Background: an optimization exercise with open tools, aiming at small area, a short achievable clock period and few clock cycles per item. Do not read the settings as production practice. Where RTL was checked, it was by simulation tests only, not by an equivalence proof against the original. Power and IR drop assume default switching activity.

Setup of purple:
==> module restoring_divider, before the edit <==
module restoring_divider #(
  parameter DIV_WIDTH = 16
) (
  input                      clk,
  input                      rst_n,
  input                      start,
  input                      sign,
  input      [DIV_WIDTH-1:0] in1,
  input      [DIV_WIDTH-1:0] in2,
  output     [DIV_WIDTH-1:0] q,
  output     [DIV_WIDTH-1:0] r,
  output reg                 ready
);
  reg  [15:0] d_reg;      
  reg         aneg, bneg;
  reg  [15:0] r_reg;      
  reg  [15:0] a_reg;      
  reg  [4:0]  cnt;        
  reg         run, fix;
  reg         f_reg;      
  wire qneg = aneg ^ bneg;
  wire [19:0] x4 = {r_reg, a_reg[15:12]};
  reg  [15:0] tmask;      
  integer j;
  always @(*) begin
    for (j = 0; j < 16; j = j + 1)
      tmask[j] = ~|(d_reg >> (j + 1));
  end
  wire hi_set  = |x4[19:16] | |(x4[15:0] & tmask);
  wire lo_ones = &(x4[15:0] | tmask);
  wire skip    = ~hi_set & ~lo_ones & ~cnt[4] & ~(cnt[3] & cnt[2] & (cnt[1] | cnt[0]));
  wire [16:0] x   = {r_reg, a_reg[15]};
  wire [17:0] z   = {1'b0, x} + {2'b11, ~d_reg} + {17'd0, ~bneg};
  wire        qb  = ~z[17];
  wire [4:0]  cnt_n = cnt + (skip ? 5'd4 : 5'd1);
  wire        z_ones = &z[16:0];
  wire        sp  = aneg & f_reg;
  always @(posedge clk) begin
    d_reg <= in2 ^ {16{sign & in2[15]}};
    aneg  <= sign & in1[15];
    bneg  <= sign & in2[15];
    if (!rst_n) begin
      ready <= 1'b1;
      run   <= 1'b0;
      fix   <= 1'b0;
    end else if (ready) begin
      if (start) begin
        ready <= 1'b0;
        run   <= 1'b1;
        cnt   <= 5'd0;
        r_reg <= 16'd0;
        a_reg <= in1 ^ {16{sign & in1[15]}};
      end
    end else if (run) begin
      if (skip) begin
        r_reg <= x4[15:0];
        a_reg <= {a_reg[11:0], {4{qneg}}};
        f_reg <= 1'b0;
      end else begin
        r_reg <= qb ? z[15:0] : x[15:0];
        a_reg <= {a_reg[14:0], qb ^ qneg};
        f_reg <= z_ones | (f_reg & x[0]);
      end
      cnt <= cnt_n;
      if (cnt_n[4]) begin
        run   <= 1'b0;
        fix   <= aneg | bneg;
        ready <= ~(aneg | bneg);
      end
    end else if (fix) begin
      if (aneg) r_reg <= sp ? 16'd0 : ~r_reg;
      a_reg <= a_reg + {15'd0, sp ^ qneg};
      fix   <= 1'b0;
      ready <= 1'b1;
    end
  end
  assign q = a_reg;
  assign r = r_reg;
endmodule
export LEC_CHECK = 0
export CAP_MARGIN = 20
export CORE_MARGIN = 2
export CORE_UTILIZATION = 40
export SLEW_MARGIN = 20
create_clock -name core_clock -period 15.0 [get_ports {clk}]
standard.sh (not shown) runs the stock make flow with config.mk's settings and CLKGATE_MAP_FILE= SYNTH_SCRIPT=/design/flow/synth_recipe.tcl, a recipe that flattens the netlist after the stock synthesis.
==> flow/flow/run.sh <==
#!/bin/bash
# Standard ORFS layout, with timing repair aiming for 10.5 ns of setup slack
# (a tighter target than the 15 ns clock needs); the SDC is unchanged.
set -uo pipefail
bash standard.sh SETUP_SLACK_MARGIN=10.5 finish > flow_make.log 2>&1
Testbench counts of purple, summed over its fixed seeds: cycles 18,830, items 1,600.
Modified inputs, red compared to purple
--- a/flow/design.v
+++ b/flow/design.v
@@ -52,49 +52,69 @@
   output     [DIV_WIDTH-1:0] q,
   output     [DIV_WIDTH-1:0] r,
   output reg                 ready
 );
-  reg  [15:0] d_reg;      
+  reg  [15:0] b_reg;      
   reg         aneg, bneg;
   reg  [15:0] r_reg;      
   reg  [15:0] a_reg;      
-  reg  [4:0]  cnt;        
+  reg  [3:0]  cnt;        
   reg         run, fix;
   reg         f_reg;      
   wire qneg = aneg ^ bneg;
-  wire [19:0] x4 = {r_reg, a_reg[15:12]};
+  wire [15:0] d = b_reg;    
+  wire [19:0] x4 = {r_reg, a_reg[15:12] ^ {4{aneg}}};
   reg  [15:0] tmask;      
   integer j;
   always @(*) begin
     for (j = 0; j < 16; j = j + 1)
-      tmask[j] = ~|(d_reg >> (j + 1));
+      tmask[j] = ~|(d >> (j + 1));
   end
   wire hi_set  = |x4[19:16] | |(x4[15:0] & tmask);
   wire lo_ones = &(x4[15:0] | tmask);
-  wire skip    = ~hi_set & ~lo_ones & ~cnt[4] & ~(cnt[3] & cnt[2] & (cnt[1] | cnt[0]));
-  wire [16:0] x   = {r_reg, a_reg[15]};
-  wire [17:0] z   = {1'b0, x} + {2'b11, ~d_reg} + {17'd0, ~bneg};
+  wire skip    = ~hi_set & ~lo_ones & ~(cnt[3] & cnt[2] & (cnt[1] | cnt[0]));
+  wire [16:0] x   = {r_reg, a_reg[15] ^ aneg};
+  wire [17:0] z   = {1'b0, x} + {2'b11, ~d} + {17'd0, ~bneg};
   wire        qb  = ~z[17];
-  wire [4:0]  cnt_n = cnt + (skip ? 5'd4 : 5'd1);
+  wire [4:0]  cnt_n = {1'b0, cnt} + (skip ? 5'd4 : 5'd1);
   wire        z_ones = &z[16:0];
   wire        sp  = aneg & f_reg;
+  wire        needfix = aneg | bneg;
   always @(posedge clk) begin
-    d_reg <= in2 ^ {16{sign & in2[15]}};
+    b_reg <= in2 ^ {16{sign & in2[15]}};
     aneg  <= sign & in1[15];
     bneg  <= sign & in2[15];
+  end
+  always @(posedge clk) begin
     if (!rst_n) begin
       ready <= 1'b1;
       run   <= 1'b0;
       fix   <= 1'b0;
     end else if (ready) begin
       if (start) begin
         ready <= 1'b0;
         run   <= 1'b1;
-        cnt   <= 5'd0;
-        r_reg <= 16'd0;
-        a_reg <= in1 ^ {16{sign & in1[15]}};
       end
     end else if (run) begin
+      if (cnt_n[4]) begin
+        run   <= 1'b0;
+        fix   <= needfix;
+        ready <= ~needfix;
+      end
+    end else begin
+      fix   <= 1'b0;
+      ready <= 1'b1;
+    end
+  end
+  always @(posedge clk) begin
+    if (ready) begin
+      if (start) begin
+        cnt   <= 4'd0;
+        r_reg <= 16'd0;
+        a_reg <= in1;
+      end
+    end else if (run) begin
+      cnt <= cnt_n[3:0];
       if (skip) begin
         r_reg <= x4[15:0];
         a_reg <= {a_reg[11:0], {4{qneg}}};
         f_reg <= 1'b0;
@@ -102,19 +122,11 @@
         r_reg <= qb ? z[15:0] : x[15:0];
         a_reg <= {a_reg[14:0], qb ^ qneg};
         f_reg <= z_ones | (f_reg & x[0]);
       end
-      cnt <= cnt_n;
-      if (cnt_n[4]) begin
-        run   <= 1'b0;
-        fix   <= aneg | bneg;
-        ready <= ~(aneg | bneg);
-      end
-    end else if (fix) begin
+    end else begin
       if (aneg) r_reg <= sp ? 16'd0 : ~r_reg;
       a_reg <= a_reg + {15'd0, sp ^ qneg};
-      fix   <= 1'b0;
-      ready <= 1'b1;
     end
   end
   assign q = a_reg;
   assign r = r_reg;
- Diff red and purple: number of storage elements in the synthesis netlist higher in purple
- The lower non-clock inverter total of the final layout of red and purple is in red.
- Clock-cell share of area: purple vs red, no meaningful difference
- Summary: with purple as the reference, total power of the final layout in red moved up by more than 10%.
- red vs. purple: global-route wire length before repair shows an increase of 1.7 mm, slack of the critical path went down by 11 ps, synthesized cell count higher.
- [red vs purple] final-stage net count: higher in red
For red, only the layout was checked, not whether the RTL still works.

[static timing again, ports no longer ideal]
Ports are ideal in the flow. The routed layouts listed here were re-timed in OpenROAD. Step 1 (the two cells are an assumption about what drives the block):
set clk [get_ports {clk}]
set_driving_cell -lib_cell sky130_fd_sc_hd__clkbuf_16 $clk
set_driving_cell -lib_cell sky130_fd_sc_hd__buf_2 [delete_from_list [all_inputs] $clk]
Step 2 adds t to the input delays and takes it off the output delays; t is the mean of the earliest and latest rising clock arrival at the registers after step 1. Input paths then give back, and output paths get back, about the clock's delay inside the block. a / b / c = ideal / step 1 / step 2; a / b = the first two.
run | t (ns) | setup WS [ns] | latest minus earliest clock arrival (ns)
purple | 0.375 | 10.517 / 10.481 / 10.338 | 0.014 / 0.014
red | 0.364 | 10.507 / 10.471 / 10.394 | 0.016 / 0.015
After both steps every run listed still meets setup and hold. For purple, which loses most, drivers alone change the setup slack by -0.036 ns; drivers and shift together by -0.179 ns.
